Source: an optimization exercise on an open RTL-to-GDS flow (aim: small area, a short achievable clock period and few clock cycles per item). Production flows keep margins and buffers that such runs may drop. Where RTL was checked, it was by simulation tests only, not by an equivalence proof against the original. No functional check of the RTL was part of run 6. Power and IR drop assume default switching activity.

===== flow/flow/run.sh =====
#!/bin/bash
set -uo pipefail
cd "$(dirname "$0")/.."
sed 's/yosys synth -nofsm -noshare /yosys synth -nofsm -noshare -noabc /' synth_recipe.tcl > synth_noabc.tcl
grep -q -- '-nofsm -noshare -noabc' synth_noabc.tcl || { echo "could not derive synth_noabc.tcl" > flow_standard.log; exit 1; }
bash standard.sh SYNTH_SCRIPT="$PWD/synth_noabc.tcl" SETUP_SLACK_MARGIN=8.4 SKIP_GATE_CLONING=1 \
  "BUFFER_PORTS_ARGS=-buffer_cell sky130_fd_sc_hd__buf_4" finish > flow_standard.log 2>&1

===== flow/config.mk =====
export PLATFORM = sky130hd
export DESIGN_NAME = DCSformer
export DESIGN_NICKNAME = DCSformer
export VERILOG_FILES = /design/flow/design.v
export SDC_FILE = /design/flow/constraint.sdc
export NUM_CORES = 4
export LEC_CHECK = 0
export CAP_MARGIN = 20
export CORE_MARGIN = 2
export CORE_UTILIZATION = 50
export CTS_CLUSTER_DIAMETER = 100
export CTS_CLUSTER_SIZE = 22
export PLACE_DENSITY = 0.6
export SLEW_MARGIN = 20

===== flow/constraint.sdc =====
create_clock -name core_clock -period 12.0 [get_ports {clk}]
set_input_delay 2.4000 -clock core_clock [delete_from_list [all_inputs] [get_ports {clk}]]
set_output_delay 2.4000 -clock core_clock [all_outputs]
set_load 0.01 [all_outputs]

===== flow/standard.sh =====
#!/bin/bash
# synth_recipe.tcl (not shown) runs the flow's synth.tcl, then flattens the netlist and writes it again
# the make line also repeats each setting of config.mk as NAME=value (left out here)
make -C /OpenROAD-flow-scripts/flow DESIGN_CONFIG=/design/flow/config.mk WORK_HOME=/design/flow/orfs CLKGATE_MAP_FILE= SYNTH_SCRIPT=/design/flow/synth_recipe.tcl "${@:-finish}"

===== flow/design.v =====
module DCSformer(
	clk,
	rst_n,
	i_valid,
	w_valid,
	i_data,
	w_data,
	w_ready,
	o_valid,
	o_data
);
input               clk, rst_n, i_valid, w_valid;
input         [7:0] i_data, w_data;
output logic        w_ready, o_valid;
output logic [31:0] o_data;
localparam [2:0] S_IDLE = 3'd0, S_P1 = 3'd1, S_PRE = 3'd3,
                 S_WAIT = 3'd4, S_P2 = 3'd5;
function automatic [35:0] csa;
	input [17:0] x, y, z;
	begin
		csa = {((x & y) | (x & z) | (y & z)) << 1, x ^ y ^ z};
	end
endfunction
function automatic [61:0] csa31;
	input [30:0] x, y, z;
	begin
		csa31 = {((x & y) | (x & z) | (y & z)) << 1, x ^ y ^ z};
	end
endfunction
logic       iv_r;
logic [7:0] id_r;
always_ff @(posedge clk or negedge rst_n) begin
	if (!rst_n) iv_r <= 1'b0;
	else iv_r <= i_valid;
end
always_ff @(posedge clk) id_r <= i_data;
logic [6:0] cnt;
always_ff @(posedge clk or negedge rst_n) begin
	if (!rst_n) cnt <= 7'd0;
	else if (iv_r) cnt <= cnt + 7'd1;
end
logic [111:0][7:0] xd;
always_ff @(posedge clk) xd <= {xd[110:0], id_r};
logic [2:0] st, st_n;
logic [2:0] s, s_n;      
logic       h, h_n;      
logic [3:0] wcnt;        
logic       wr;          
logic       s2_end;
logic [2:0] row_2, wr_row;
logic w_all;
assign w_all = (wcnt == 4'd8) || (wcnt == 4'd7 && w_valid);
always_comb begin
	st_n = st;
	s_n  = s;
	h_n  = h;
	case (st)
		S_IDLE: begin
			s_n = 3'd0;
			h_n = 1'b0;
			if (s2_end && row_2 == 3'd7) st_n = S_P1;
		end
		S_P1: begin
			s_n = s + 3'd1;
			if (s == 3'd7) st_n = S_PRE;
		end
		S_PRE: begin
			s_n = 3'd0;
			h_n = 1'b0;
			st_n = w_all ? S_P2 : S_WAIT;
		end
		S_WAIT: begin
			if (w_all) st_n = S_P2;
		end
		S_P2: begin
			h_n = ~h;
			if (h) begin
				s_n = s + 3'd1;
				if (s == 3'd7) st_n = S_IDLE;
			end
		end
		default: st_n = S_IDLE;
	endcase
end
logic q_rrot, q_tadv, q_wrot;
logic s3_o, s3_hi, s4_t, s4_o;
always_ff @(posedge clk or negedge rst_n) begin
	if (!rst_n) begin
		st <= S_IDLE;
		s  <= 3'd0;
		h  <= 1'b0;
		q_rrot <= 1'b0; q_tadv <= 1'b0; q_wrot <= 1'b0;
		p1t <= 1'b0;
		s3_o <= 1'b0; s3_hi <= 1'b0; s4_t <= 1'b0; s4_o <= 1'b0;
		s2_end <= 1'b0;
		wr     <= 1'b0;
		w_ready <= 1'b0;
		o_valid <= 1'b0;
	end else begin
		st <= st_n;
		s  <= s_n;
		h  <= h_n;
		q_rrot  <= (st_n == S_P1 && s_n != 3'd0) || (st_n == S_PRE) || (st_n == S_P2 && h_n);
		q_tadv  <= (st_n == S_PRE) || (st_n == S_P2 && h_n);
		q_wrot  <= (st_n == S_P2 && h_n);
		p1t     <= (st_n == S_P1 && s_n != 3'd0);
		s3_hi   <= (st == S_P2 && h);
		s3_o    <= s3_hi;
		s4_t    <= (st == S_P1);
		s4_o    <= s3_o;
		s2_end  <= iv_r & (cnt[3:0] == 4'd15);
		wr      <= s2_end;
		w_ready <= iv_r && (cnt == 7'd125);
		o_valid <= s4_o;
	end
end
always_ff @(posedge clk) begin
	row_2  <= cnt[6:4];
	wr_row <= row_2;
end
logic [7:0][7:0] wsr;
always_ff @(posedge clk or negedge rst_n) begin
	if (!rst_n) wcnt <= 4'd0;
	else if (st == S_P2) wcnt <= 4'd0;
	else if (w_valid) wcnt <= wcnt + 4'd1;
end
always_ff @(posedge clk) begin
	if (w_valid || q_wrot) wsr <= {(q_wrot ? wsr[0] : w_data), wsr[7:1]};
end
logic [7:0][19:0] acc20;    
logic [7:0][19:0] C0, C1, C2, C3;
logic [3:0][19:0] C4;
logic wrA0, wrA1, wrA2, wrA3, wrA4, wrB1, wrB2, wrB3;
assign wrA0 = wr;
assign wrA1 = wr && wr_row >= 3'd1;
assign wrA2 = wr && wr_row >= 3'd2;
assign wrA3 = wr && wr_row >= 3'd3;
assign wrA4 = wr && wr_row >= 3'd4;
assign wrB3 = wr && wr_row >= 3'd5;
assign wrB2 = wr && wr_row >= 3'd6;
assign wrB1 = wr && wr_row == 3'd7;
always_ff @(posedge clk) begin
	if (q_rrot || wrA0) C0 <= {(q_rrot ? C0[0] : acc20[0]), C0[7:1]};
	if (q_rrot || wrA1) C1[6:0] <= {(q_rrot ? C1[7] : acc20[1]), C1[6:1]};
	if (q_rrot || wrB1) C1[7]   <= q_rrot ? C1[0] : acc20[7];
	if (q_rrot || wrA2) C2[5:0] <= {(q_rrot ? C2[6] : acc20[2]), C2[5:1]};
	if (q_rrot || wrB2) C2[7:6] <= {(q_rrot ? C2[0] : acc20[6]), C2[7]};
	if (q_rrot || wrA3) C3[4:0] <= {(q_rrot ? C3[5] : acc20[3]), C3[4:1]};
	if (q_rrot || wrB3) C3[7:5] <= {(q_rrot ? C3[0] : acc20[5]), C3[7:6]};
	if (q_rrot || wrA4) C4 <= {(q_rrot ? C4[0] : acc20[4]), C4[3:1]};
end
logic [7:0][19:0] tap, tapn;
assign tap[0] = C0[0]; assign tapn[0] = C0[1];
assign tap[1] = C1[7]; assign tapn[1] = C1[0];
assign tap[2] = C2[6]; assign tapn[2] = C2[7];
assign tap[3] = C3[5]; assign tapn[3] = C3[6];
assign tap[4] = C4[0]; assign tapn[4] = C4[1];
assign tap[5] = C3[0]; assign tapn[5] = C3[1];
assign tap[6] = C2[0]; assign tapn[6] = C2[1];
assign tap[7] = C1[0]; assign tapn[7] = C1[1];
logic [7:0][27:0] acc;
logic [7:0]       mask;
logic [7:0][19:0] tq;       
logic [6:0] nidx;           
assign nidx = iv_r ? cnt + 7'd1 : cnt;
logic [7:0] mask_n;         
logic [7:0] sin, slo, shi, sw, clr, ash;
logic       p1t;            
logic       p2h0_n, p2h1_n;
assign p2h0_n = (st_n == S_P2) && !h_n;
assign p2h1_n = (st_n == S_P2) && h_n;
genvar m;
generate
	for (m = 0; m < 8; m = m + 1) begin : lane
		logic [9:0]  a;
		logic [7:0]  b;
		logic [7:0]  xtap;
		logic [35:0] l1a, l1b, l2a, l2b, l3, l4;
		logic [17:0] ps, pc;
		logic [27:0] A;
		if (m == 0) begin : g0
			assign xtap = id_r;
		end else begin : gm
			assign xtap = xd[16*m-1];
		end
		always_ff @(posedge clk or negedge rst_n) begin
			if (!rst_n) begin
				sin[m] <= 1'b0; slo[m] <= 1'b0; shi[m] <= 1'b0; sw[m] <= 1'b0;
				clr[m] <= 1'b0; ash[m] <= 1'b0;
			end else begin
				sin[m] <= i_valid && (nidx[6:4] >= m);
				shi[m] <= p2h0_n && mask_n[m];
				slo[m] <= p2h1_n && mask_n[m];
				sw[m]  <= (st_n == S_P2) && mask_n[m];
				clr[m] <= (sin[m] && cnt[3:0] == 4'd0) || (s2_end && row_2 == 3'd7) ||
				          (st == S_P2 && !h);
				ash[m] <= slo[m];
			end
		end
		assign mask_n[m] = q_tadv ? (tapn[m] >= tq[2]) : mask[m];
		assign a = ({10{shi[m]}} & tap[m][19:10]) | ({10{slo[m]}} & tap[m][9:0]) |
		           ({10{sin[m]}} & {2'b00, id_r});
		assign b = ({8{sw[m]}} & wsr[(8-m)%8]) | ({8{sin[m]}} & xtap);
		wire [17:0] pp0 = {8'd0, (a & {10{b[0]}})};
		wire [17:0] pp1 = {7'd0, (a & {10{b[1]}}), 1'd0};
		wire [17:0] pp2 = {6'd0, (a & {10{b[2]}}), 2'd0};
		wire [17:0] pp3 = {5'd0, (a & {10{b[3]}}), 3'd0};
		wire [17:0] pp4 = {4'd0, (a & {10{b[4]}}), 4'd0};
		wire [17:0] pp5 = {3'd0, (a & {10{b[5]}}), 5'd0};
		wire [17:0] pp6 = {2'd0, (a & {10{b[6]}}), 6'd0};
		wire [17:0] pp7 = {1'd0, (a & {10{b[7]}}), 7'd0};
		assign l1a = csa(pp0, pp1, pp2);
		assign l1b = csa(pp3, pp4, pp5);
		assign l2a = csa(l1a[17:0], l1a[35:18], l1b[17:0]);
		assign l2b = csa(l1b[35:18], pp6, pp7);
		assign l3  = csa(l2a[17:0], l2a[35:18], l2b[17:0]);
		assign l4  = csa(l3[17:0], l3[35:18], l2b[35:18]);
		always_ff @(posedge clk) begin
			ps <= l4[17:0];
			pc <= l4[35:18];
		end
		assign A  = clr[m] ? 28'd0 : (ash[m] ? {acc[m][17:0], 10'd0} : acc[m]);
		always_ff @(posedge clk) begin
			acc[m] <= A + {10'd0, ps} + {10'd0, pc};
			mask[m] <= mask_n[m];
		end
		assign acc20[m] = acc[m][19:0];
	end
endgenerate
logic [61:0] t1a, t1b, t2a, t2b, t3, t4;
logic [30:0] ts, tc, tsum;
logic [7:0][27:0] tin;
for (genvar k = 0; k < 8; k = k + 1) begin : g_tin
	assign tin[k] = acc[k] | ({8'd0, tap[k]} & {28{p1t}});
end
assign t1a = csa31({3'd0, tin[0]}, {3'd0, tin[1]}, {3'd0, tin[2]});
assign t1b = csa31({3'd0, tin[3]}, {3'd0, tin[4]}, {3'd0, tin[5]});
assign t2a = csa31(t1a[30:0], t1a[61:31], t1b[30:0]);
assign t2b = csa31(t1b[61:31], {3'd0, tin[6]}, {3'd0, tin[7]});
assign t3  = csa31(t2a[30:0], t2a[61:31], t2b[30:0]);
assign t4  = csa31(t3[30:0], t3[61:31], t2b[61:31]);
always_ff @(posedge clk) begin
	ts <= t4[30:0];
	tc <= t4[61:31];
end
assign tsum = ts + tc;
always_ff @(posedge clk) begin
	if (s4_t || q_tadv) tq <= {(s4_t ? tsum[22:3] : tq[0]), tq[7:1]};
	o_data <= {1'b0, tsum};
end
endmodule

==> flow_metrics.py, run 1 <==
metrics = {
    "sta": {
        "rsz0062_at_grt": "true",
        "setup_viol": 0,
        "fmax_mhz": 252.3,
        "relSlewSlack": 0.1746,
        "hold_viol": 0,
        "min_period_ns": 3.963,
        "maxSlewViolCount": 0,
        "skew_ns": 0.03985,
        "timing.hold.ws_ns": 0.3016,
        "min_period_over_period": 0.3303,
        "fin_tns_setup_ns": 0,
        "worst_pin_slew_ns": 1.237,
    },
    "layout": {
        "drive_gt1_frac": 0.1548,
        "syn_to_final_growth_pct": 12.58,
        "layout.nets": 8484,
        "post-route-util": 0.5652,
    },
    "floorplan": {
        "dieArea_mm2": 0.2014,
        "io_pins": 54,
        "num_rows": 163,
        "core_mm2": 0.1970,
        "die_h_um": 448.8,
        "fp.dieW_um": 448.8,
        "start_util": 0.5021,
    },
    "synthesis": {
        "synth_top_cells_by_count": "1471 x dfxtp_1, 944 x edfxtp_1, 920 x nor2_1",
        "synth.distinct_cells": 76,
        "syn_nets": 8085,
        "synth_area_mm2": 0.09892,
        "ys_warn_count": 1,
        "synth_area_leaders": "dfxtp_1 30%, edfxtp_1 29%, fa_1 14%",
        "synthFlopType": "dfxtp_1",
        "synth_edf_count": 944,
        "synth_top_area_frac": 0.2977,
        "synthCells": 6882,
        "synth_most_common_cell": "dfxtp_1",
        "syn_area_per_cell_um2": 14.37,
        "synth_seq_area_share": 0.6040,
        "yosysTopAreaCell": "dfxtp_1",
        "synth-async-reset-ratio": 0.03129,
        "synth-seq-cells": 2493,
    },
    "place": {
        "io_buffers": 52,
        "dpl.hpwl_um": 207500,
        "gp_congestion": 0.9987,
    },
    "routing": {
        "drc": 0,
        "drt-wirelength-per-cell_um": 28.14,
        "routed_wl_um": 281800,
        "drt_first_iter_violations": 6731,
        "first_pass_iters": 10,
        "route.vias.total": 57200,
        "ant_nets": 0,
        "vias_per_cell": 5.713,
    },
    "cts": {
        "root_buffer": "clkbuf_16",
        "cts_sinks": 2493,
        "clock_path_buffers": 3,
        "htree_levels": 4,
        "hold_buffers": 0,
        "clk_pin_slew_ns": 0.09,
        "cts_tree": "yes",
        "clk_latency_ns": 0.85,
        "numCtsBuffers": 135,
    },
    "run_status": {
        "outcome": "no timing/DRC/antenna violations",
    },
    "grt": {
        "grt_use_total": 0.2761,
        "overflow": 0,
        "grt_max_degree": 141,
        "grt_pass1_wl_um": 397700,
        "antenna_found_initial": 28,
        "grt_pass1_vias": 55660,
    },
    "setup_path": {
        "worstPathRequired_ns": 12.78,
        "arrival_ns": 4.74,
        "critPathMaxFanout": 11,
        "cp-end-kind": "register",
        "startpoint_type": "register",
        "crit_type": "reg -> reg",
    },
    "power": {
        "power.density_mw_per_mm2": 166.3,
        "ir_drop_uv": 159.0,
        "power_mw": 18.52,
        "leakagePower_nw": 46.64,
    },
    "flow_run": {
        "cap_viol_max_count": 0,
    },
    "min_path": {
        "hold_class": "reg -> reg",
    },
}
==> cell type report <==
class / instances / area, µm²
antenna: 8 / 20.02
clock buffer: 193 / 3732
clock inverter: 27 / 450.4
fill: 15960 / 85650
inverter: 90 / 345.3
multi-input combinational: 4097 / 39410
sequential: 2493 / 59860
tap: 2640 / 3303
timing repair buffer: 464 / 4230
==> cell families after synthesis <==
| group | after synthesis | synth area share |
|---|---|---|
| flops | 2493 | 0.6040 |
| simple gates | 1417 | 0.06291 |
| fa+ha+maj | 1183 | 0.2006 |
| compound gates | 961 | 0.06749 |
| mux | 326 | 0.03538 |
| buf+inv | 292 | 0.01113 |
| xor+xnor | 209 | 0.01850 |
| other cells | 1 | 0.00003791 |
==> timing repair <==
action | in CTS | in global routing
endpoints found under the setup margin | 595 | 499
buffers inserted | 113 | 151
cloned | 0 | 0
pin swaps | 101 | 154
resized for setup | 269 | 185
==> metrics by stage <==
step | cell area, µm² | setup WS, ns | cells
finish | 111400 | 8.037 | 10010
detailed placement | 103100 | 7.649 | 9515
floorplan | 99170 | 8.389 | 6882
CTS | 109200 | 8.094 | 9848
global placement | 102900 | 7.205 | 9482
global route | 111300 | 8.079 | 10010
==> power by group <==
group          internal (mW)  total, mW  switching (mW)
clock                   2.27       5.09            2.82
sequential              9.38       9.91           0.537
combinational           1.45       3.51            2.06
==> sequential cells by signal, summed over array words and instances (netlist names), 64 cells and up <==
name / cells
C3: 160
C1: 160
C2: 160
xd: 896
C4: 80
tq: 160
acc: 224
wsr: 64
C0: 160
lane.pc: 104
lane.ps: 136
==> final timing paths <==
| check | from | cells past startpoint | end | slack (ns) |
|---|---|---|---|---|
| setup / recovery | id_r[3] | 9 | lane[4].ps[7] | 8.04 |
| hold / removal | xd[717] | 0 | xd[725] | 0.30 |
| setup reg to reg | id_r[3] | 9 | lane[4].ps[7] | 8.04 |
| hold reg to reg | xd[717] | 0 | xd[725] | 0.30 |
| max in group asynchronous | rst_n | 2 | clr[7] | 8.98 |
| min in group asynchronous | rst_n | 1 | clr[4] | 1.66 |
==> placed cells by master (no fill, tap or decap), drive strengths merged, types with 9 or more instances in the layout <==
master / instances
buf: 451
ha: 512
fa: 671
a31oi: 27
dfxtp: 1471
or2: 12
a22oi: 86
and3: 16
mux2: 189
o21a: 26
nand4: 28
and2: 93
nand3b: 14
xor2: 73
xnor2: 136
nand2b: 29
nand3: 58
clkbuf: 202
o211ai: 23
nor2: 920
a21o: 272
clkinv: 13
dfrtp: 78
a211oi: 32
mux2i: 137
or3: 9
inv: 99
nor2b: 43
nor3: 44
nand2: 115
a222oi: 64
nor4: 14
o21bai: 22
o21ai: 121
a21oi: 198
edfxtp: 944
o31ai: 11
==> critical path, cell delays in order, from the launching register on <==
cell and delay [ns]:
dfxtp_1 0.33, buf_12 0.16, a222oi_1 0.77, buf_4 0.32, buf_12 0.12, nor2_4 0.03
fa_1 0.50, fa_2 0.60, fa_2 0.44, fa_2 0.53
==> per-layer routing <==
metal / GRT usage / up-vias / part of all wire / wire length [µm]
met5: 0 / - / 0.000046 / 13
li1: - / 24950 / - / -
met3: 0.04616 / 520 / 0.084 / 23570
met4: 0.1399 / 2 / 0.058 / 16230
met2: 0.4015 / 2526 / 0.43 / 120700
met1: 0.4005 / 29200 / 0.43 / 121300
Testbench counts, summed over its fixed seeds: cycles 10,222, items 64.
==> run 2, diff against run 1 <==
--- a/flow/config.mk
+++ b/flow/config.mk
@@ -7,8 +7,8 @@
 export LEC_CHECK = 0
 export CAP_MARGIN = 20
 export CORE_MARGIN = 2
-export CORE_UTILIZATION = 50
+export CORE_UTILIZATION = 60
 export CTS_CLUSTER_DIAMETER = 100
 export CTS_CLUSTER_SIZE = 22
-export PLACE_DENSITY = 0.6
+export PLACE_DENSITY = 0.7
 export SLEW_MARGIN = 20
==> run 2 against run 1 <==
  * Cell count decreased by 5.2%
  * Sequential share of layout area up 0.93 points
  * Synthesized area unchanged
  * Global-route usage grew 4.4 points
  * Count of clock-buffer cells in the layout rose by 1
  * Hold slack worse by 0.010 ns
  * Worst setup slack improved by 0.14 ns
  * Wire length is 4.3% lower
  * Core utilization up 10 points
  * Power fell by 1.6%
  * Maximum frequency is 3.8% higher
  * Clock skew up 0.028 ns
  * Largest cell class unchanged
==> flow_metrics.py, run 2 <==
metrics = {
    "routing": {
        "drt-wirelength-per-cell_um": 28.42,
        "drt_first_iter_violations": 6970,
        "drc": 0,
        "vias_per_cell": 6.041,
        "ant_nets": 0,
        "first_pass_iters": 9,
        "routed_wl_um": 269700,
        "route.vias.total": 57340,
    },
    "sta": {
        "hold_viol": 0,
        "min_period_over_period": 0.3183,
        "worst_pin_slew_ns": 1.226,
        "fmax_mhz": 261.8,
        "fin_tns_setup_ns": 0,
        "setup_viol": 0,
        "min_period_ns": 3.819,
        "relSlewSlack": 0.1828,
        "rsz0062_at_grt": "true",
        "skew_ns": 0.06738,
        "maxSlewViolCount": 0,
    },
    "synthesis": {
        "synth_top_area_frac": 0.2977,
        "yosysTopAreaCell": "dfxtp_1",
        "synth_seq_area_share": 0.6040,
        "synthFlopType": "dfxtp_1",
        "synthCells": 6882,
        "ys_warn_count": 1,
        "synth_area_mm2": 0.09892,
        "syn_nets": 8085,
        "syn_area_per_cell_um2": 14.37,
        "synth-seq-cells": 2493,
        "synth_edf_count": 944,
        "synth_top_cells_by_count": "1471 x dfxtp_1, 944 x edfxtp_1, 920 x nor2_1",
        "synth_most_common_cell": "dfxtp_1",
        "synth.distinct_cells": 76,
        "synth_area_leaders": "dfxtp_1 30%, edfxtp_1 29%, fa_1 14%",
        "synth-async-reset-ratio": 0.03129,
    },
    "cts": {
        "clock_path_buffers": 3,
        "numCtsBuffers": 131,
        "clk_pin_slew_ns": 0.09,
        "clk_latency_ns": 0.86,
        "root_buffer": "clkbuf_16",
        "htree_levels": 4,
        "cts_sinks": 2493,
        "cts_tree": "yes",
    },
    "layout": {
        "syn_to_final_growth_pct": 10.70,
        "layout_commonest_cell": "dfxtp_1",
        "drive_gt1_frac": 0.1392,
        "layout.nets": 8417,
        "largest_reg_flops": 896,
        "final_cell_mix": "1436 x dfxtp_1, 944 x edfxtp_1, 899 x nor2_1, 653 x fa_1, 496 x ha_1",
        "largest-register": "xd",
        "reg.largest.list": "xd: 896 flops, acc: 224 flops",
    },
    "floorplan": {
        "num_rows": 149,
        "dieArea_mm2": 0.1681,
        "start_util": 0.6016,
        "io_pins": 54,
        "core_mm2": 0.1644,
        "fp.dieW_um": 410.0,
        "die_h_um": 410.0,
    },
    "grt": {
        "grt_max_degree": 141,
        "grt_use_total": 0.3199,
        "overflow": 0,
        "grt_pass1_vias": 56460,
        "grt_pass1_wl_um": 384200,
        "antenna_found_initial": 17,
    },
    "setup_path": {
        "startpoint_type": "register",
        "slowest_stage": "dfrtp_1",
        "critPathMaxStageDelay_ns": 0.43,
        "reg2reg_from": "slo[1]",
        "crit_path_start": "w_ready",
        "critPathMaxFanout": 1,
        "arrival_ns": 1.42,
        "worstPathRequired_ns": 9.60,
        "r2r_end": "lane[1].ps[9]",
        "crit_type": "reg -> out",
        "critPathTopFamily": "flip-flops",
        "cp-end-kind": "primary output",
        "crit_path_end": "w_ready",
        "crit_chain": "buf_6",
        "worstRegToRegCells": 10,
        "r2r_slack_ns": 8.27,
        "cp.depth": 1,
        "crit_buf_inv": 1,
    },
    "run_status": {
        "outcome": "no timing/DRC/antenna violations",
    },
    "flow_run": {
        "cap_viol_max_count": 0,
    },
    "place": {
        "io_buffers": 52,
        "gp_congestion": 1.009,
        "dpl.hpwl_um": 198700,
    },
    "min_path": {
        "hold_class": "reg -> reg",
    },
    "power": {
        "power_mw": 18.22,
        "power.density_mw_per_mm2": 166.4,
        "leakagePower_nw": 46.23,
        "ir_drop_uv": 160.8,
    },
}
-- run 2: cell counts after synthesis --
No cell type changed its count.
-- run 2: per-layer routing --
layer	GRT usage	vias to the layer above	routed length (µm)
li1	-	24770	-
met1	0.4546	29170	111400
met2	0.4711	2834	117100
met3	0.06460	564	25270
met4	0.1620	2	15890
met5	0	-	13
-- run 2: logic make-up after synthesis --
kind of cell / count (synthesis) / synth area share
AO/OA/AOI/OAI: 961 / 0.06749
XOR/XNOR: 209 / 0.01850
adder cells (fa/ha/maj): 1183 / 0.2006
buffers and inverters: 292 / 0.01113
flip-flops: 2493 / 0.6040
multiplexers: 326 / 0.03538
other: 1 / 0.00003791
AND/OR/NAND/NOR: 1417 / 0.06291
-- run 2: layout make-up --
cell class / instances / area, µm²
Antenna cell: 11 / 27.53
Clock buffer: 194 / 3567
Clock inverter: 16 / 331.6
Fill cell: 11700 / 54930
Inverter: 90 / 337.8
Multi-Input combinational cell: 4097 / 39190
Sequential cell: 2493 / 59880
Tap cell: 2189 / 2739
Timing Repair Buffer: 401 / 3431
-- run 2: metrics by stage --
stage	util	hold slack, ns	worst slack (ns)	std cells	area, µm²
2_1_floorplan	-	0.3096	8.389	6882	99170
3_3_place_gp	0.6218	0.3095	7.323	9024	102200
6_report	0.6659	0.2914	8.181	9491	109500
3_5_place_dp	0.6230	0.3121	7.699	9059	102400
5_1_grt	0.6658	0.3181	8.145	9480	109500
4_1_cts	0.6542	0.3033	8.115	9339	107600
-- run 2: worst min path at each step --
stage / from / to / slack (ns) / depth (start not counted)
after detailed placement: xd[138] / xd[146] / 0.31 / 0
after global placement: xd[809] / xd[817] / 0.31 / 0
after global routing: xd[264] / xd[272] / 0.32 / 0
after floorplan: ts[0] / o_data[0] / 0.31 / 0
after CTS: xd[241] / xd[249] / 0.30 / 0
final: xd[871] / xd[879] / 0.29 / 0
-- run 2: repair_timing --
action                     4_1_cts  5_1_grt
buffers inserted                70      140
setup endpoints to repair      561      325
pin swaps                       37      149
hold buffers                     0        0
resized for setup              193      201
hold endpoints to repair         0        0
-- run 2: report_power, final --
part | total (mW) | switching [mW] | internal (mW)
Clock | 4.86 | 2.74 | 2.12
Combinational | 3.48 | 2.07 | 1.41
Sequential | 9.87 | 0.492 | 9.38
Total | 18.2 | 5.31 | 12.9
==> run 3, diff against run 2 <==
==> flow/flow/run.sh (replaced) <==
#!/bin/bash
set -uo pipefail
cd "$(dirname "$0")/.."
sed 's/yosys synth -nofsm -noshare /yosys synth -nofsm -noshare -noabc /' synth_recipe.tcl > synth_noabc.tcl
grep -q -- '-nofsm -noshare -noabc' synth_noabc.tcl || { echo "could not derive synth_noabc.tcl" > flow_standard.log; exit 1; }
bash standard.sh SYNTH_SCRIPT="$PWD/synth_noabc.tcl" SETUP_SLACK_MARGIN=8.5 SKIP_GATE_CLONING=1 \
  "BUFFER_PORTS_ARGS=-buffer_cell sky130_fd_sc_hd__buf_4" finish > flow_standard.log 2>&1
--- a/flow/config.mk
+++ b/flow/config.mk
@@ -7,8 +7,8 @@
 export LEC_CHECK = 0
 export CAP_MARGIN = 20
 export CORE_MARGIN = 2
-export CORE_UTILIZATION = 60
+export CORE_UTILIZATION = 30
 export CTS_CLUSTER_DIAMETER = 100
 export CTS_CLUSTER_SIZE = 22
-export PLACE_DENSITY = 0.7
+export PLACE_DENSITY = 0.5
 export SLEW_MARGIN = 20
==> run 3 against run 2 <==
  * Register-to-register slack lost 0.17 ns
  * Worst setup slack lost 0.083 ns
  * Clock skew shrank 0.0073 ns
  * Die area grew 99%
  * Synthesized cell count is the same
  * Largest cell class unchanged
  * Largest power group unchanged
==> flow_metrics.py, run 3 <==
metrics = {
    "run_status": {
        "outcome": "no timing/DRC/antenna violations",
    },
    "floorplan": {
        "dieArea_mm2": 0.3343,
        "fp.dieW_um": 578.2,
        "die_h_um": 578.2,
        "start_util": 0.3019,
        "num_rows": 210,
        "core_mm2": 0.3277,
        "io_pins": 54,
    },
    "cts": {
        "clock_path_buffers": 4,
        "root_buffer": "clkbuf_16",
        "numCtsBuffers": 143,
        "htree_levels": 4,
        "cts_tree": "yes",
        "cts_sinks": 2493,
        "clk_latency_ns": 0.87,
        "clk_pin_slew_ns": 0.09,
        "hold_buffers": 0,
    },
    "synthesis": {
        "synthFlopType": "dfxtp_1",
        "synth_edf_count": 944,
        "synth_area_leaders": "dfxtp_1 30%, edfxtp_1 29%, fa_1 14%",
        "synth.distinct_cells": 76,
        "syn_area_per_cell_um2": 14.37,
        "synth_top_area_frac": 0.2977,
        "synthCells": 6882,
        "synth-seq-cells": 2493,
        "synth_seq_area_share": 0.6040,
        "ys_warn_count": 1,
        "synth_top_cells_by_count": "1471 x dfxtp_1, 944 x edfxtp_1, 920 x nor2_1",
        "synth_area_mm2": 0.09892,
        "synth-async-reset-ratio": 0.03129,
        "yosysTopAreaCell": "dfxtp_1",
        "syn_nets": 8085,
        "synth_most_common_cell": "dfxtp_1",
    },
    "power": {
        "ir_drop_uv": 99.89,
        "power.density_mw_per_mm2": 163.9,
        "leakagePower_nw": 47.16,
    },
    "layout": {
        "post-route-util": 0.3537,
        "reg.largest.list": "xd: 896 flops, acc: 224 flops",
        "syn_to_final_growth_pct": 17.14,
        "final_cell_mix": "1424 x dfxtp_1, 944 x edfxtp_1, 852 x nor2_1, 504 x fa_1, 471 x ha_1",
        "drive_gt1_frac": 0.2026,
        "fillCellCount": 31200,
        "layout_commonest_cell": "dfxtp_1",
        "largest-register": "xd",
        "layout.nets": 8623,
        "largest_reg_flops": 896,
    },
    "routing": {
        "ant_nets": 0,
        "routed_wl_um": 299100,
        "vias_per_cell": 4.858,
        "route.vias.total": 57710,
        "drt_first_iter_violations": 5996,
        "first_pass_iters": 8,
        "drt-wirelength-per-cell_um": 25.18,
        "drc": 0,
    },
    "place": {
        "dpl.hpwl_um": 216700,
        "io_buffers": 52,
        "gp_congestion": 0.9630,
    },
    "sta": {
        "fmax_mhz": 256.2,
        "maxSlewViolCount": 0,
        "min_period_over_period": 0.3252,
        "min_period_ns": 3.903,
        "skew_ns": 0.06004,
        "relSlewSlack": 0.2272,
        "fin_tns_setup_ns": 0,
        "rsz0062_at_grt": "true",
        "worst_pin_slew_ns": 1.147,
        "hold_viol": 0,
        "setup_viol": 0,
    },
    "setup_path": {
        "startpoint_type": "register",
        "worstPathRequired_ns": 12.72,
        "crit_type": "reg -> reg",
        "critPathMaxFanout": 5,
        "arrival_ns": 4.62,
        "cp-end-kind": "register",
    },
    "grt": {
        "grt_pass1_vias": 57280,
        "grt_max_degree": 83,
        "met1_usage": 0.2437,
        "use_met2": 0.2647,
        "grt_pass1_wl_um": 418500,
        "antenna_found_initial": 36,
        "grt_util_met3": 0.03552,
        "grt_use_total": 0.1746,
        "overflow": 0,
        "busiest_layer": "met2",
    },
    "min_path": {
        "hold_class": "reg -> reg",
    },
    "flow_run": {
        "cap_viol_max_count": 0,
    },
}
run 3: cell counts after synthesis:
Identical to the previous run, type by type.
run 3: cells by family (layout without fill, tap and decap cells):
logic type	after synthesis	count (layout)	share of synthesized area
buffers and inverters	292	927	0.01113
adders and majority gates	1183	1183	0.2006
muxes	326	326	0.03538
and+or+nand+nor	1417	1417	0.06291
DFF	2493	2493	0.6040
xor gates and xnor gates	209	209	0.01850
other	1	16	0.00003791
AOI/OAI and AO/OA	961	961	0.06749
run 3: repair_timing:
action,4_1_cts,5_1_grt
pin swaps,253,317
buffers inserted,241,138
setup endpoints to repair,486,469
resized for setup,441,352
run 3: through the flow:
stage / total power, mW / cell area [µm²] / hold slack (ns) / cells / setup slack (ns)
2_1_floorplan: 11.96 / 99310 / 0.3096 / 6882 / 8.390
3_3_place_gp: 13.48 / 105200 / 0.3096 / 11200 / 7.334
3_5_place_dp: 13.54 / 105400 / 0.3121 / 11240 / 7.561
4_1_cts: 19.03 / 113300 / 0.3022 / 11720 / 7.974
5_1_grt: 19.83 / 115800 / 0.3088 / 11870 / 8.021
6_report: 18.99 / 115900 / 0.2961 / 11880 / 8.098
run 3: final cells by class:
| type | count | area, µm² | share of cell area |
|---|---|---|---|
| flip-flops and latches | 2493 | 59890 | 0.5169 |
| diodes | 15 | 37.54 | 0.0003239 |
| well taps | 4346 | 5438 | 0.04693 |
| multi-input cells | 4097 | 40330 | 0.3480 |
| repair buffers | 595 | 5510 | 0.04755 |
| inverters | 90 | 341.6 | 0.002948 |
| clock buffers | 205 | 3854 | 0.03326 |
| clock inverters | 37 | 476.7 | 0.004114 |
run 3: worst paths after layout:
check | to | depth (start not counted) | start | slack [ns]
worst max-delay path | lane[5].ps[10] | 8 | C3[5] | 8.10
worst min-delay path | xd[871] | 0 | xd[863] | 0.30
worst max register to register | lane[5].ps[10] | 8 | C3[5] | 8.10
worst min register to register | xd[871] | 0 | xd[863] | 0.30
max in group asynchronous | clr[6] | 2 | rst_n | 8.97
min in group asynchronous | s4_o | 1 | rst_n | 1.50
run 3: power by group:
| group | internal (mW) | switching, mW |
|---|---|---|
| registers | 9.38 | 0.477 |
| clock network | 2.36 | 2.92 |
| logic | 1.58 | 2.28 |
run 3: critical path, stage by stage (launching register included):
cell	delay, ns
edfxtp_1	0.50
a222oi_1	0.85
buf_4	0.31
buf_6	0.12
nor2_2	0.04
fa_2	0.52
fa_1	0.44
fa_2	0.56
fa_2	0.43
run 3: routing by layer:
layer,up-vias,share of wire
li1,25230,-
met1,29730,0.44
met2,2271,0.43
met3,472,0.082
met4,6,0.047
met5,-,0.00014
==> run 4, diff against run 3 <==
--- a/flow/design.v
+++ b/flow/design.v
@@ -21,10 +21,10 @@
 		csa = {((x & y) | (x & z) | (y & z)) << 1, x ^ y ^ z};
 	end
 endfunction
-function automatic [61:0] csa31;
-	input [30:0] x, y, z;
+function automatic [45:0] csa23;
+	input [22:0] x, y, z;
 	begin
-		csa31 = {((x & y) | (x & z) | (y & z)) << 1, x ^ y ^ z};
+		csa23 = {((x & y) | (x & z) | (y & z)) << 1, x ^ y ^ z};
 	end
 endfunction
 logic       iv_r;
@@ -89,8 +89,6 @@
 		st <= S_IDLE;
 		s  <= 3'd0;
 		h  <= 1'b0;
-		q_rrot <= 1'b0; q_tadv <= 1'b0; q_wrot <= 1'b0;
-		p1t <= 1'b0;
 		s3_o <= 1'b0; s3_hi <= 1'b0; s4_t <= 1'b0; s4_o <= 1'b0;
 		s2_end <= 1'b0;
 		wr     <= 1'b0;
@@ -100,10 +98,6 @@
 		st <= st_n;
 		s  <= s_n;
 		h  <= h_n;
-		q_rrot  <= (st_n == S_P1 && s_n != 3'd0) || (st_n == S_PRE) || (st_n == S_P2 && h_n);
-		q_tadv  <= (st_n == S_PRE) || (st_n == S_P2 && h_n);
-		q_wrot  <= (st_n == S_P2 && h_n);
-		p1t     <= (st_n == S_P1 && s_n != 3'd0);
 		s3_hi   <= (st == S_P2 && h);
 		s3_o    <= s3_hi;
 		s4_t    <= (st == S_P1);
@@ -117,6 +111,10 @@
 always_ff @(posedge clk) begin
 	row_2  <= cnt[6:4];
 	wr_row <= row_2;
+	q_rrot <= (st_n == S_P1 && s_n != 3'd0) || (st_n == S_PRE) || (st_n == S_P2 && h_n);
+	q_tadv <= (st_n == S_PRE) || (st_n == S_P2 && h_n);
+	q_wrot <= (st_n == S_P2 && h_n);
+	p1t    <= (st_n == S_P1 && s_n != 3'd0);
 end
 logic [7:0][7:0] wsr;
 always_ff @(posedge clk or negedge rst_n) begin
@@ -158,13 +156,13 @@
 assign tap[5] = C3[0]; assign tapn[5] = C3[1];
 assign tap[6] = C2[0]; assign tapn[6] = C2[1];
 assign tap[7] = C1[0]; assign tapn[7] = C1[1];
-logic [7:0][27:0] acc;
+logic [7:0][19:0] acc;
 logic [7:0]       mask;
 logic [7:0][19:0] tq;       
 logic [6:0] nidx;           
 assign nidx = iv_r ? cnt + 7'd1 : cnt;
 logic [7:0] mask_n;         
-logic [7:0] sin, slo, shi, sw, clr, ash;
+logic [7:0] sin, slo, shi, sw, clr;
 logic       p1t;            
 logic       p2h0_n, p2h1_n;
 assign p2h0_n = (st_n == S_P2) && !h_n;
@@ -177,25 +175,19 @@
 		logic [7:0]  xtap;
 		logic [35:0] l1a, l1b, l2a, l2b, l3, l4;
 		logic [17:0] ps, pc;
-		logic [27:0] A;
+		logic [19:0] A;
 		if (m == 0) begin : g0
 			assign xtap = id_r;
 		end else begin : gm
 			assign xtap = xd[16*m-1];
 		end
-		always_ff @(posedge clk or negedge rst_n) begin
-			if (!rst_n) begin
-				sin[m] <= 1'b0; slo[m] <= 1'b0; shi[m] <= 1'b0; sw[m] <= 1'b0;
-				clr[m] <= 1'b0; ash[m] <= 1'b0;
-			end else begin
-				sin[m] <= i_valid && (nidx[6:4] >= m);
-				shi[m] <= p2h0_n && mask_n[m];
-				slo[m] <= p2h1_n && mask_n[m];
-				sw[m]  <= (st_n == S_P2) && mask_n[m];
-				clr[m] <= (sin[m] && cnt[3:0] == 4'd0) || (s2_end && row_2 == 3'd7) ||
-				          (st == S_P2 && !h);
-				ash[m] <= slo[m];
-			end
+		always_ff @(posedge clk) begin
+			sin[m] <= i_valid && (nidx[6:4] >= m);
+			shi[m] <= p2h0_n && mask_n[m];
+			slo[m] <= p2h1_n && mask_n[m];
+			sw[m]  <= (st_n == S_P2) && mask_n[m];
+			clr[m] <= (sin[m] && cnt[3:0] == 4'd0) || (s2_end && row_2 == 3'd7) ||
+			          (st == S_P2);
 		end
 		assign mask_n[m] = q_tadv ? (tapn[m] >= tq[2]) : mask[m];
 		assign a = ({10{shi[m]}} & tap[m][19:10]) | ({10{slo[m]}} & tap[m][9:0]) |
@@ -219,31 +211,32 @@
 			ps <= l4[17:0];
 			pc <= l4[35:18];
 		end
-		assign A  = clr[m] ? 28'd0 : (ash[m] ? {acc[m][17:0], 10'd0} : acc[m]);
+		assign A  = clr[m] ? 20'd0 : acc[m];
 		always_ff @(posedge clk) begin
-			acc[m] <= A + {10'd0, ps} + {10'd0, pc};
+			acc[m] <= A + {2'd0, ps} + {2'd0, pc};
 			mask[m] <= mask_n[m];
 		end
-		assign acc20[m] = acc[m][19:0];
+		assign acc20[m] = acc[m];
 	end
 endgenerate
-logic [61:0] t1a, t1b, t2a, t2b, t3, t4;
-logic [30:0] ts, tc, tsum;
-logic [7:0][27:0] tin;
+logic [45:0] t1a, t1b, t2a, t2b, t3, t4;
+logic [22:0] ts, tc;
+logic [30:0] tsum;
+logic [7:0][19:0] tin;
 for (genvar k = 0; k < 8; k = k + 1) begin : g_tin
-	assign tin[k] = acc[k] | ({8'd0, tap[k]} & {28{p1t}});
-end
-assign t1a = csa31({3'd0, tin[0]}, {3'd0, tin[1]}, {3'd0, tin[2]});
-assign t1b = csa31({3'd0, tin[3]}, {3'd0, tin[4]}, {3'd0, tin[5]});
-assign t2a = csa31(t1a[30:0], t1a[61:31], t1b[30:0]);
-assign t2b = csa31(t1b[61:31], {3'd0, tin[6]}, {3'd0, tin[7]});
-assign t3  = csa31(t2a[30:0], t2a[61:31], t2b[30:0]);
-assign t4  = csa31(t3[30:0], t3[61:31], t2b[61:31]);
-always_ff @(posedge clk) begin
-	ts <= t4[30:0];
-	tc <= t4[61:31];
-end
-assign tsum = ts + tc;
+	assign tin[k] = acc[k] | (tap[k] & {20{p1t}});
+end
+assign t1a = csa23({3'd0, tin[0]}, {3'd0, tin[1]}, {3'd0, tin[2]});
+assign t1b = csa23({3'd0, tin[3]}, {3'd0, tin[4]}, {3'd0, tin[5]});
+assign t2a = csa23(t1a[22:0], t1a[45:23], t1b[22:0]);
+assign t2b = csa23(t1b[45:23], {3'd0, tin[6]}, {3'd0, tin[7]});
+assign t3  = csa23(t2a[22:0], t2a[45:23], t2b[22:0]);
+assign t4  = csa23(t3[22:0], t3[45:23], t2b[45:23]);
+always_ff @(posedge clk) begin
+	ts <= t4[22:0];
+	tc <= t4[45:23];
+end
+assign tsum = {8'd0, ts} + {8'd0, tc} + ({o_data[20:0], 10'd0} & {31{s4_o}});
 always_ff @(posedge clk) begin
 	if (s4_t || q_tadv) tq <= {(s4_t ? tsum[22:3] : tq[0]), tq[7:1]};
 	o_data <= {1'b0, tsum};
==> flow/flow/run.sh (replaced) <==
#!/bin/bash
set -uo pipefail
cd "$(dirname "$0")/.."
sed 's/yosys synth -nofsm -noshare /yosys synth -nofsm -noshare -noabc /' synth_recipe.tcl > synth_noabc.tcl
grep -q -- '-nofsm -noshare -noabc' synth_noabc.tcl || { echo "could not derive synth_noabc.tcl" > flow_standard.log; exit 1; }
bash standard.sh SYNTH_SCRIPT="$PWD/synth_noabc.tcl" SETUP_SLACK_MARGIN=8.4 SKIP_GATE_CLONING=1 \
  "BUFFER_PORTS_ARGS=-buffer_cell sky130_fd_sc_hd__buf_4" finish > flow_standard.log 2>&1
--- a/flow/config.mk
+++ b/flow/config.mk
@@ -7,8 +7,8 @@
 export LEC_CHECK = 0
 export CAP_MARGIN = 20
 export CORE_MARGIN = 2
-export CORE_UTILIZATION = 30
+export CORE_UTILIZATION = 60
 export CTS_CLUSTER_DIAMETER = 100
-export CTS_CLUSTER_SIZE = 22
-export PLACE_DENSITY = 0.5
+export CTS_CLUSTER_SIZE = 28
+export PLACE_DENSITY = 0.7
 export SLEW_MARGIN = 20
==> run 4 against run 3 <==
  * Worst setup slack lost 0.13 ns
  * Wire length decreased by 21%
  * Die area fell by 53%
  * Hold slack better by 0.013 ns
  * Core utilization increased by 30 points
  * Sequential power down 3.7%
  * Sequential share of layout area up 5.5 points
  * First-iteration DRC count up 1.7%
  * Synthesized area decreased by 5.7%
  * Critical path depth up 1
  * Via count shrank 11%
==> flow_metrics.py, run 4 <==
metrics = {
    "routing": {
        "drc": 0,
        "drt-met1-wl_um": 92190,
        "routed_wl_um": 235300,
        "first_pass_iters": 8,
        "drt-wirelength-per-cell_um": 27.21,
        "dr_wl_met3_um": 22810,
        "top_layer": "met5",
        "drt_first_iter_violations": 6095,
        "route.vias.total": 51580,
        "ant_nets": 0,
        "vias_per_cell": 5.966,
        "routed-wl-met2_um": 106300,
    },
    "setup_path": {
        "cp_common_cell": "fa_1",
        "critPathTopFamily": "adder cells",
        "r2r_slack_ns": 7.97,
        "slowest_stage": "a222oi_1",
        "critPathMaxFanout": 3,
        "crit_chain": "a222oi_1 > buf_4 > buf_4 > buf_6 > nor2_2 > fa_2 > fa_1 > fa_1 > fa_1",
        "worstPathRequired_ns": 12.65,
        "crit_buf_inv": 3,
        "startpoint_type": "register",
        "cp-end-kind": "register",
        "arrival_ns": 4.68,
        "crit_type": "reg -> reg",
        "critPathMaxStageDelay_ns": 0.86,
    },
    "grt": {
        "overflow": 0,
        "grt_pass1_vias": 51190,
        "antenna_found_initial": 21,
        "grt_max_degree": 89,
        "grt_use_total": 0.3001,
        "grt_pass1_wl_um": 341200,
    },
    "floorplan": {
        "start_util": 0.6047,
        "fp.dieW_um": 398.3,
        "core_mm2": 0.1542,
        "num_rows": 144,
        "io_pins": 54,
        "die_h_um": 398.3,
        "dieArea_mm2": 0.1586,
    },
    "synthesis": {
        "synth-seq-cells": 2406,
        "synth_top_cells_by_count": "1435 x dfxtp_1, 944 x edfxtp_1, 780 x nor2_1",
        "synth_area_mm2": 0.09326,
        "synth_seq_area_share": 0.6192,
        "synth_most_common_cell": "dfxtp_1",
        "synth-async-reset-ratio": 0.01122,
        "yosysTopAreaCell": "dfxtp_1",
        "synth_top_area_frac": 0.3080,
        "synth_edf_count": 944,
        "ys_warn_count": 1,
        "synthFlopType": "dfxtp_1",
        "synthCells": 6307,
        "syn_area_per_cell_um2": 14.79,
        "synth_area_leaders": "dfxtp_1 31%, edfxtp_1 30%, fa_1 14%",
        "synth.distinct_cells": 77,
        "syn_nets": 7474,
    },
    "layout": {
        "post-route-util": 0.6561,
        "layout_commonest_cell": "dfxtp_1",
        "layout.nets": 7698,
        "final_cell_mix": "1376 x dfxtp_1, 944 x edfxtp_1, 771 x nor2_1, 605 x fa_1, 511 x ha_1",
        "drive_gt1_frac": 0.1183,
        "fillCellCount": 11110,
        "largest-register": "xd",
        "largest_reg_flops": 896,
        "syn_to_final_growth_pct": 8.489,
    },
    "power": {
        "power_mw": 16.20,
        "pwr-share-seq": 0.586,
        "power.net_switching_mw": 4.498,
        "pwr-share-clk": 0.248,
        "sw_frac_of_total": 0.2777,
        "pwr-share-comb": 0.166,
        "ir_drop_uv": 154.8,
        "leakagePower_nw": 43.12,
        "p_int_mw": 11.70,
        "power.density_mw_per_mm2": 160.1,
    },
    "sta": {
        "hold_viol": 0,
        "maxSlewViolCount": 0,
        "rsz0062_at_grt": "true",
        "setup_viol": 0,
        "fin_tns_setup_ns": 0,
        "relSlewSlack": 0.1512,
        "fmax_mhz": 248.0,
        "worst_pin_slew_ns": 1.270,
        "min_period_ns": 4.032,
        "skew_ns": 0.06159,
        "setup_slack_ns": 7.968,
        "min_period_over_period": 0.3360,
    },
    "cts": {
        "cts_sinks": 2406,
        "cts_tree": "yes",
        "clk_pin_slew_ns": 0.12,
        "htree_levels": 3,
        "root_buffer": "clkbuf_16",
        "clk_latency_ns": 0.80,
        "numCtsBuffers": 96,
        "hold_buffers": 0,
        "clock_path_buffers": 3,
    },
    "run_status": {
        "outcome": "no timing/DRC/antenna violations",
    },
    "place": {
        "io_buffers": 52,
        "pre_cts_slack_ns": 7.563,
        "dpl.hpwl_um": 173500,
        "gp_congestion": 1.022,
    },
    "flow_run": {
        "cap_viol_max_count": 0,
    },
    "min_path": {
        "hold_class": "reg -> reg",
    },
}
[run 4: changes by cell type after synthesis, sizes merged, moves of 36 or more]
cell	change
and2	-75
dfrtp	-51
dfxtp	-36
fa	-36
mux2i	-131
nand2	-38
nor2	-140
nor2b	+142
o21ai	-42
xnor2	-36
[run 4: final cells by class]
cell class / instances / area (µm²) / share of cell area
Inverter: 84 / 326.6 / 0.003227
Tap cell: 2044 / 2557 / 0.02528
Antenna cell: 10 / 25.02 / 0.0002473
Multi-Input combinational cell: 3635 / 34900 / 0.3449
Sequential cell: 2406 / 57900 / 0.5723
Clock buffer: 149 / 2644 / 0.02613
Clock inverter: 11 / 177.7 / 0.001756
Timing Repair Buffer: 308 / 2650 / 0.02619
[run 4: power groups by stage]
stage / Sequential [mW] / Combinational, mW / Clock (mW)
final: 9.49 / 2.69 / 4.02
after global routing: 9.51 / 2.93 / 4.35
after CTS: 9.48 / 2.63 / 4.09
after detailed placement: 9.65 / 2.53 / 0
after global placement: 9.65 / 2.44 / 0
after floorplan: 9.38 / 1.77 / 0
[run 4: metal layers]
metal / vias up / track usage
met4: 6 / 0.1538
li1: 22550 / -
met3: 568 / 0.07151
met1: 26100 / 0.4024
met2: 2358 / 0.4597
met5: - / 0
[run 4: logic make-up (layout without fill, tap and decap cells)]
family,Yosys count,after routing,share of synthesized area
DFF,2406,2406,0.6192
AOI/OAI and AO/OA,873,873,0.06623
muxes,192,192,0.02310
and+or+nand+nor,1274,1274,0.06169
xor gates and xnor gates,148,148,0.01390
adders and majority gates,1147,1147,0.2050
buffers and inverters,266,552,0.01084
other,1,11,0.00004021
[run 4: path summary, 6_finish.rpt]
check	from	to	cells past startpoint
worst min register to register	xd[366]	xd[374]	0
max in group asynchronous	rst_n	s4_o	1
worst max register to register	C1[17]	lane[7].ps[11]	9
worst max-delay path	C1[17]	lane[7].ps[11]	9
worst min-delay path	xd[366]	xd[374]	0
min in group asynchronous	rst_n	w_ready	1
[run 4: metrics by stage]
step                      cell area [µm²]  cells  hold WS [ns]
after floorplan                     93320   6307        0.3096
after global placement              96300   8317        0.3095
after detailed placement            96460   8345        0.3121
after CTS                          100600   8601        0.3076
after global routing               101200   8639        0.3129
final                              101200   8647        0.3089
[run 4: what timing repair did]
item                       in CTS  in global routing
pin swaps                      71                 64
setup buffers                  96                 34
hold endpoints to repair        0                  0
resized for setup             166                 84
setup endpoints to repair     313                232
[run 4: worst register-to-register path, cell delays in order, from the launching register on]
cell	delay [ns]
edfxtp_1	0.56
a222oi_1	0.87
buf_4	0.30
buf_4	0.12
buf_6	0.09
nor2_2	0.04
fa_2	0.55
fa_1	0.43
fa_1	0.52
fa_1	0.42
Testbench counts of run 4, summed over its fixed seeds: cycles 10,222, items 64.
==> run 5, diff against run 4 <==
--- a/flow/config.mk
+++ b/flow/config.mk
@@ -9,6 +9,6 @@
 export CORE_MARGIN = 2
 export CORE_UTILIZATION = 60
 export CTS_CLUSTER_DIAMETER = 100
-export CTS_CLUSTER_SIZE = 28
+export CTS_CLUSTER_SIZE = 22
 export PLACE_DENSITY = 0.7
 export SLEW_MARGIN = 20
==> run 5 against run 4 <==
  * Cell count is 0.23% higher
  * Die area is the same
  * Via count up 0.13%
  * Hold slack better by 0.0066 ns
  * Wire length is 0.11% higher
  * Non-clock buffer count down 19
  * Critical endpoint unchanged
  * Sequential share of layout area shrank 0.27 points
  * Combinational power hardly changed
  * Largest power group unchanged
  * Critical path type unchanged
  * Largest cell class unchanged
  * Register-to-register slack gained 0.27 ns
==> flow_metrics.py, run 5 <==
metrics = {
    "run_status": {
        "outcome": "no timing/DRC/antenna violations",
    },
    "synthesis": {
        "synth_area_mm2": 0.09326,
        "synth_area_leaders": "dfxtp_1 31%, edfxtp_1 30%, fa_1 14%",
        "syn_nets": 7474,
        "synth_edf_count": 944,
        "yosys.area_share.adder": 0.2050,
        "synth_seq_area_share": 0.6192,
        "synth_mux_area_frac": 0.02310,
        "yosys.area_share.simple": 0.06169,
        "ys_warn_count": 1,
        "syn_area_per_cell_um2": 14.79,
        "synth-async-reset-ratio": 0.01122,
        "synth_top_cells_by_count": "1435 x dfxtp_1, 944 x edfxtp_1, 780 x nor2_1",
        "synth_xor_area_frac": 0.01390,
        "synth_top_area_frac": 0.3080,
        "synth.distinct_cells": 77,
        "yosysTopAreaCell": "dfxtp_1",
        "synth_most_common_cell": "dfxtp_1",
        "synth_top_family_by_area": "adder cells",
        "synthCells": 6307,
        "synthFlopType": "dfxtp_1",
        "synth-compound-area-share": 0.06623,
        "synth-seq-cells": 2406,
    },
    "sta": {
        "worst_pin_slew_ns": 1.244,
        "relSlewSlack": 0.1684,
        "skew_ns": 0.07096,
        "rsz0062_at_grt": "true",
        "setup_viol": 0,
        "hold_viol": 0,
        "maxSlewViolCount": 0,
        "fin_tns_setup_ns": 0,
        "min_period_ns": 3.758,
        "timing.hold.ws_ns": 0.3155,
        "fmax_mhz": 266.1,
        "min_period_over_period": 0.3131,
    },
    "cts": {
        "cts_sinks": 2406,
        "numCtsBuffers": 119,
        "clock_path_buffers": 3,
        "clk_pin_slew_ns": 0.10,
        "root_buffer": "clkbuf_16",
        "cts_tree": "yes",
        "htree_levels": 3,
        "clk_latency_ns": 0.82,
    },
    "routing": {
        "drc": 0,
        "routed_wl_um": 235600,
        "route.vias.total": 51650,
        "drt_first_iter_violations": 5938,
        "ant_nets": 0,
        "vias_per_cell": 5.960,
        "first_pass_iters": 9,
        "drt-wirelength-per-cell_um": 27.18,
    },
    "min_path": {
        "hold_class": "reg -> reg",
        "hold_depth": 0,
    },
    "layout": {
        "largest_reg_flops": 896,
        "final_cell_mix": "1378 x dfxtp_1, 944 x edfxtp_1, 764 x nor2_1, 598 x fa_1, 511 x ha_1",
        "syn_to_final_growth_pct": 9.002,
        "final_area_mm2": 0.1017,
        "layout.nets": 7702,
        "final_cell_count_no_fill": 8667,
        "drive_gt1_frac": 0.1195,
        "layout_commonest_cell": "dfxtp_1",
        "largest-register": "xd",
        "fillCellCount": 11060,
    },
    "setup_path": {
        "crit_type": "reg -> reg",
        "startpoint_type": "register",
        "cp-end-kind": "register",
        "critPathMaxFanout": 4,
        "arrival_ns": 4.44,
        "worstPathRequired_ns": 12.68,
        "worstRegToRegCells": 8,
    },
    "place": {
        "dpl.cell_count": 8345,
        "io_buffers": 52,
        "dpl.hpwl_um": 173500,
        "post_dp_cell_area_mm2": 0.09646,
        "gp_congestion": 1.022,
    },
    "floorplan": {
        "core_mm2": 0.1542,
        "die_h_um": 398.3,
        "fp.dieW_um": 398.3,
        "dieArea_mm2": 0.1586,
        "num_rows": 144,
        "start_util": 0.6047,
        "io_pins": 54,
    },
    "grt": {
        "grt_use_total": 0.3005,
        "antenna_found_initial": 22,
        "grt_pass1_wl_um": 342000,
        "grt_pass1_vias": 51560,
        "grt_max_degree": 89,
        "overflow": 0,
    },
    "power": {
        "power.density_mw_per_mm2": 163.1,
        "power_mw": 16.58,
        "ir_drop_uv": 160.2,
        "leakagePower_nw": 43.28,
    },
    "flow_run": {
        "cap_viol_max_count": 0,
    },
}
## run 5: path summary, 6_finish.rpt
check	from	to	slack, ns
setup / recovery	C1[17]	lane[7].ps[11]	8.24
min in group asynchronous	rst_n	w_ready	1.51
max in group asynchronous	rst_n	s4_o	10.06
setup reg to reg	C1[17]	lane[7].ps[11]	8.24
hold reg to reg	xd[656]	xd[664]	0.32
hold / removal	xd[656]	xd[664]	0.32
## run 5: worst max-delay path, cell delays in order, from the launching register on
cell and delay (ns):
edfxtp_1 0.51, a222oi_1 0.68, buf_4 0.28, buf_6 0.12
nor2_4 0.03, fa_2 0.60, fa_2 0.45, fa_2 0.54
fa_1 0.41
## run 5: repair_timing
item / 4_1_cts / 5_1_grt
setup buffers: 87 / 24
pin swaps: 80 / 111
hold buffers: 0 / 0
setup endpoints to repair: 316 / 242
resized for setup: 173 / 83
## run 5: power by group
group	total [mW]	switching, mW	internal, mW
sequential	9.49	0.451	9.04
combinational	2.68	1.60	1.08
clock	4.41	2.53	1.89
total	16.6	4.58	12.0
## run 5: cell type report
class | count | area [µm²] | share of cell area
Tap cell | 2044 | 2557 | 0.02516
Inverter | 84 | 319.1 | 0.003138
Clock inverter | 9 | 187.7 | 0.001846
Antenna cell | 13 | 32.53 | 0.0003200
Multi-Input combinational cell | 3635 | 34950 | 0.3438
Sequential cell | 2406 | 57900 | 0.5696
Clock buffer | 187 | 3254 | 0.03201
Timing Repair Buffer | 289 | 2459 | 0.02418
## run 5: metrics by stage
stage	utilization	worst slack [ns]
2_1_floorplan	-	8.231
3_3_place_gp	0.6244	7.477
3_5_place_dp	0.6254	7.563
4_1_cts	0.6555	8.230
5_1_grt	0.6589	8.254
6_report	0.6592	8.242
## run 5: metal layers
metal | GRT usage | wire length, µm | share of wire | vias up
li1 | - | - | - | 22640
met1 | 0.4018 | 91860 | 0.39 | 25990
met2 | 0.4626 | 106500 | 0.45 | 2416
met3 | 0.06595 | 22710 | 0.096 | 600
met4 | 0.1606 | 14510 | 0.062 | 6
met5 | 0 | 47 | 0.00020 | -
## run 5: cell families after synthesis
kind of cell    count (synthesis)
compound gates                873
xor+xnor                      148
fa+ha+maj                    1147
buf+inv                       266
flops                        2406
mux                           192
other cells                     1
simple gates                 1274
==> run 6, diff against run 5 <==
--- a/flow/design.v
+++ b/flow/design.v
@@ -15,10 +15,10 @@
 output logic [31:0] o_data;
 localparam [2:0] S_IDLE = 3'd0, S_P1 = 3'd1, S_PRE = 3'd3,
                  S_WAIT = 3'd4, S_P2 = 3'd5;
-function automatic [35:0] csa;
-	input [17:0] x, y, z;
+function automatic [39:0] csa20;
+	input [19:0] x, y, z;
 	begin
-		csa = {((x & y) | (x & z) | (y & z)) << 1, x ^ y ^ z};
+		csa20 = {((x & y) | (x & z) | (y & z)) << 1, x ^ y ^ z};
 	end
 endfunction
 function automatic [45:0] csa23;
@@ -173,8 +173,9 @@
 		logic [9:0]  a;
 		logic [7:0]  b;
 		logic [7:0]  xtap;
-		logic [35:0] l1a, l1b, l2a, l2b, l3, l4;
-		logic [17:0] ps, pc;
+		logic [39:0] l1a, l1b, l1c, l2a, l2b, l3, l4;
+		logic [9:0]  ar, arn;
+		logic [7:0]  br, brn;
 		logic [19:0] A;
 		if (m == 0) begin : g0
 			assign xtap = id_r;
@@ -193,27 +194,30 @@
 		assign a = ({10{shi[m]}} & tap[m][19:10]) | ({10{slo[m]}} & tap[m][9:0]) |
 		           ({10{sin[m]}} & {2'b00, id_r});
 		assign b = ({8{sw[m]}} & wsr[(8-m)%8]) | ({8{sin[m]}} & xtap);
-		wire [17:0] pp0 = {8'd0, (a & {10{b[0]}})};
-		wire [17:0] pp1 = {7'd0, (a & {10{b[1]}}), 1'd0};
-		wire [17:0] pp2 = {6'd0, (a & {10{b[2]}}), 2'd0};
-		wire [17:0] pp3 = {5'd0, (a & {10{b[3]}}), 3'd0};
-		wire [17:0] pp4 = {4'd0, (a & {10{b[4]}}), 4'd0};
-		wire [17:0] pp5 = {3'd0, (a & {10{b[5]}}), 5'd0};
-		wire [17:0] pp6 = {2'd0, (a & {10{b[6]}}), 6'd0};
-		wire [17:0] pp7 = {1'd0, (a & {10{b[7]}}), 7'd0};
-		assign l1a = csa(pp0, pp1, pp2);
-		assign l1b = csa(pp3, pp4, pp5);
-		assign l2a = csa(l1a[17:0], l1a[35:18], l1b[17:0]);
-		assign l2b = csa(l1b[35:18], pp6, pp7);
-		assign l3  = csa(l2a[17:0], l2a[35:18], l2b[17:0]);
-		assign l4  = csa(l3[17:0], l3[35:18], l2b[35:18]);
 		always_ff @(posedge clk) begin
-			ps <= l4[17:0];
-			pc <= l4[35:18];
-		end
+			arn <= ~a;
+			brn <= ~b;
+		end
+		assign ar = ~arn;
+		assign br = ~brn;
 		assign A  = clr[m] ? 20'd0 : acc[m];
+		wire [19:0] pp0 = {10'd0, (ar & {10{br[0]}})};
+		wire [19:0] pp1 = {9'd0, (ar & {10{br[1]}}), 1'd0};
+		wire [19:0] pp2 = {8'd0, (ar & {10{br[2]}}), 2'd0};
+		wire [19:0] pp3 = {7'd0, (ar & {10{br[3]}}), 3'd0};
+		wire [19:0] pp4 = {6'd0, (ar & {10{br[4]}}), 4'd0};
+		wire [19:0] pp5 = {5'd0, (ar & {10{br[5]}}), 5'd0};
+		wire [19:0] pp6 = {4'd0, (ar & {10{br[6]}}), 6'd0};
+		wire [19:0] pp7 = {3'd0, (ar & {10{br[7]}}), 7'd0};
+		assign l1a = csa20(pp0, pp1, pp2);
+		assign l1b = csa20(pp3, pp4, pp5);
+		assign l1c = csa20(pp6, pp7, A);
+		assign l2a = csa20(l1a[19:0], l1a[39:20], l1b[19:0]);
+		assign l2b = csa20(l1b[39:20], l1c[19:0], l1c[39:20]);
+		assign l3  = csa20(l2a[19:0], l2a[39:20], l2b[19:0]);
+		assign l4  = csa20(l3[19:0], l3[39:20], l2b[39:20]);
 		always_ff @(posedge clk) begin
-			acc[m] <= A + {2'd0, ps} + {2'd0, pc};
+			acc[m] <= l4[19:0] + l4[39:20];
 			mask[m] <= mask_n[m];
 		end
 		assign acc20[m] = acc[m];
==> run 6 against run 5 <==
  * Sequential cell count is 96 lower
  * Count of clock-buffer cells in the layout is 3 lower
  * Still clean on timing, DRC and antenna
  * Hold slack got worse by 0.034 ns
==> flow_metrics.py, run 6 <==
metrics = {
    "run_status": {
        "outcome": "no timing/DRC/antenna violations",
    },
    "sta": {
        "setup_viol": 0,
        "skew_ns": 0.08753,
        "worst_pin_slew_ns": 1.249,
        "fin_tns_setup_ns": 0,
        "timing.hold.ws_ns": 0.2816,
        "min_period_ns": 4.428,
        "fmax_mhz": 225.8,
        "rsz0062_at_grt": "true",
        "setup_slack_ns": 7.572,
        "hold_viol": 0,
        "maxSlewViolCount": 0,
        "min_period_over_period": 0.3690,
        "relSlewSlack": 0.1661,
    },
    "synthesis": {
        "synth_top_cells_by_count": "1339 x dfxtp_1, 944 x edfxtp_1, 766 x nor2_1",
        "syn_nets": 7384,
        "synth_area_leaders": "edfxtp_1 31%, dfxtp_1 29%, fa_1 14%",
        "synthCells": 6193,
        "ys_warn_count": 1,
        "synth_area_mm2": 0.09137,
        "synth_edf_count": 944,
        "synth_most_common_cell": "dfxtp_1",
        "synth.distinct_cells": 78,
        "synth-seq-cells": 2310,
        "yosysTopAreaCell": "edfxtp_1",
        "synth_top_area_frac": 0.3103,
        "syn_area_per_cell_um2": 14.75,
        "synth_seq_area_share": 0.6110,
        "synthFlopType": "dfxtp_1",
        "synth-async-reset-ratio": 0.01169,
    },
    "grt": {
        "grt_max_degree": 88,
        "antenna_found_initial": 20,
        "overflow": 0,
        "grt_pass1_vias": 50050,
        "grt_use_total": 0.2938,
        "grt_pass1_wl_um": 331700,
    },
    "routing": {
        "route.vias.total": 49880,
        "drt-wirelength-per-cell_um": 26.78,
        "first_pass_iters": 9,
        "vias_per_cell": 5.853,
        "drc": 0,
        "routed_wl_um": 228200,
        "ant_nets": 0,
        "drt_first_iter_violations": 5298,
    },
    "place": {
        "dpl.cell_count": 8046,
        "post_dp_cell_area_mm2": 0.09512,
        "pre_cts_slack_ns": 7.014,
        "dpl.hpwl_um": 161900,
        "io_buffers": 52,
        "gp_congestion": 0.9507,
    },
    "setup_path": {
        "critPathMaxFanout": 8,
        "cp-end-kind": "register",
        "arrival_ns": 5.09,
        "crit_type": "reg -> reg",
        "worstPathRequired_ns": 12.66,
        "startpoint_type": "register",
    },
    "layout": {
        "layout.nets": 7603,
        "final_area_mm2": 0.1034,
        "final_cell_mix": "1136 x dfxtp_1, 944 x edfxtp_1, 584 x fa_1, 552 x nor2_1, 451 x ha_1",
        "layout_commonest_cell": "dfxtp_1",
        "drive_gt1_frac": 0.2238,
        "largest-register": "xd",
        "syn_to_final_growth_pct": 13.17,
        "post-route-util": 0.6823,
        "final_cell_count_no_fill": 8522,
        "largest_reg_flops": 896,
    },
    "cts": {
        "root_buffer": "clkbuf_16",
        "clk_pin_slew_ns": 0.09,
        "clock_path_buffers": 3,
        "cts_sinks": 2310,
        "numCtsBuffers": 115,
        "cts_tree": "yes",
        "clk_latency_ns": 0.82,
        "htree_levels": 3,
    },
    "floorplan": {
        "fp.dieW_um": 394.2,
        "die_h_um": 394.2,
        "core_mm2": 0.1515,
        "num_rows": 143,
        "io_pins": 54,
        "start_util": 0.6029,
        "dieArea_mm2": 0.1554,
    },
    "flow_run": {
        "cap_viol_max_count": 0,
    },
    "min_path": {
        "hold_class": "reg -> reg",
    },
    "power": {
        "ir_drop_uv": 256.1,
        "power_mw": 23.98,
        "power.density_mw_per_mm2": 231.9,
        "leakagePower_nw": 43.36,
    },
}
==> run 6: cell count changes after synthesis, moves of 17 or more <==
cell      delta
o21ai_0     -20
ha_1        +24
a21o_1      +17
dfxtp_1     -96
nor3_1      -29
nand4_1     -17
clkbuf_1    +84
o21a_1      -17
==> run 6: cell families (layout without fill, tap and decap cells) <==
| logic type | after synthesis | after routing | synth area share |
|---|---|---|---|
| XOR/XNOR | 154 | 154 | 0.01476 |
| other | 1 | 4 | 0.00004104 |
| flip-flops | 2310 | 2310 | 0.6110 |
| adder cells (fa/ha/maj) | 1171 | 1171 | 0.2125 |
| buffers and inverters | 329 | 625 | 0.01365 |
| multiplexers | 191 | 191 | 0.02350 |
| AND/OR/NAND/NOR | 1219 | 1219 | 0.06012 |
| AO/OA/AOI/OAI | 818 | 818 | 0.06435 |
==> run 6: final cells by class <==
type | count | area (µm²)
Sequential cell | 2310 | 56430
Fill cell | 10290 | 48150
Multi-Input combinational cell | 3554 | 37430
Timing Repair Buffer | 363 | 3318
Clock buffer | 184 | 3158
Tap cell | 2030 | 2540
Inverter | 68 | 261.5
Clock inverter | 10 | 249.0
Antenna cell | 3 | 7.507
==> run 6: routing by layer <==
metal,wire (µm),track usage,share of wire
met5,111,0,0.00049
met4,10050,0.1167,0.044
met3,21930,0.06437,0.096
met2,102100,0.4424,0.45
met1,94030,0.4193,0.41
==> run 6: worst max-delay path, stage by stage (launching register included) <==
cell	delay, ns
dfxtp_2	0.46
nor2_1	0.10
fa_1	0.53
fa_1	0.44
fa_1	0.57
fa_1	0.45
ha_4	0.25
a21o_1	0.19
a21oi_2	0.16
nor2_1	0.08
a21oi_1	0.23
o31ai_4	0.15
or4_1	0.41
a31oi_1	0.19
xnor2_1	0.09
==> run 6: worst paths after layout <==
path / slack, ns / end / from / cells past startpoint
setup / recovery: 7.57 / acc[99] / lane[4].arn[6] / 14
hold / removal: 0.28 / xd[421] / xd[413] / 0
setup reg to reg: 7.57 / acc[99] / lane[4].arn[6] / 14
hold reg to reg: 0.28 / xd[421] / xd[413] / 0
max in group asynchronous: 10.14 / s4_t / rst_n / 1
min in group asynchronous: 1.50 / w_ready / rst_n / 1
==> run 6: report_power, final <==
part | switching (mW) | internal [mW]
logic | 4.59 | 3.52
registers | 1.48 | 10.1
clock network | 2.43 | 1.85
total | 8.51 | 15.5
==> run 6: what timing repair did <==
action | 4_1_cts | 5_1_grt
pin swaps | 156 | 185
buffers inserted | 187 | 91
hold buffers | 0 | 0
resized for setup | 549 | 228
endpoints found under the setup margin | 280 | 147

Re-timed with assumed drivers on the ports (clkbuf_16 on the clock, buf_2 on other inputs), run 6 has 7.572 ns of setup slack against 7.572 ns with ideal ports, and 7.572 ns once port delays also move by the mid clock arrival of 0.859 ns.
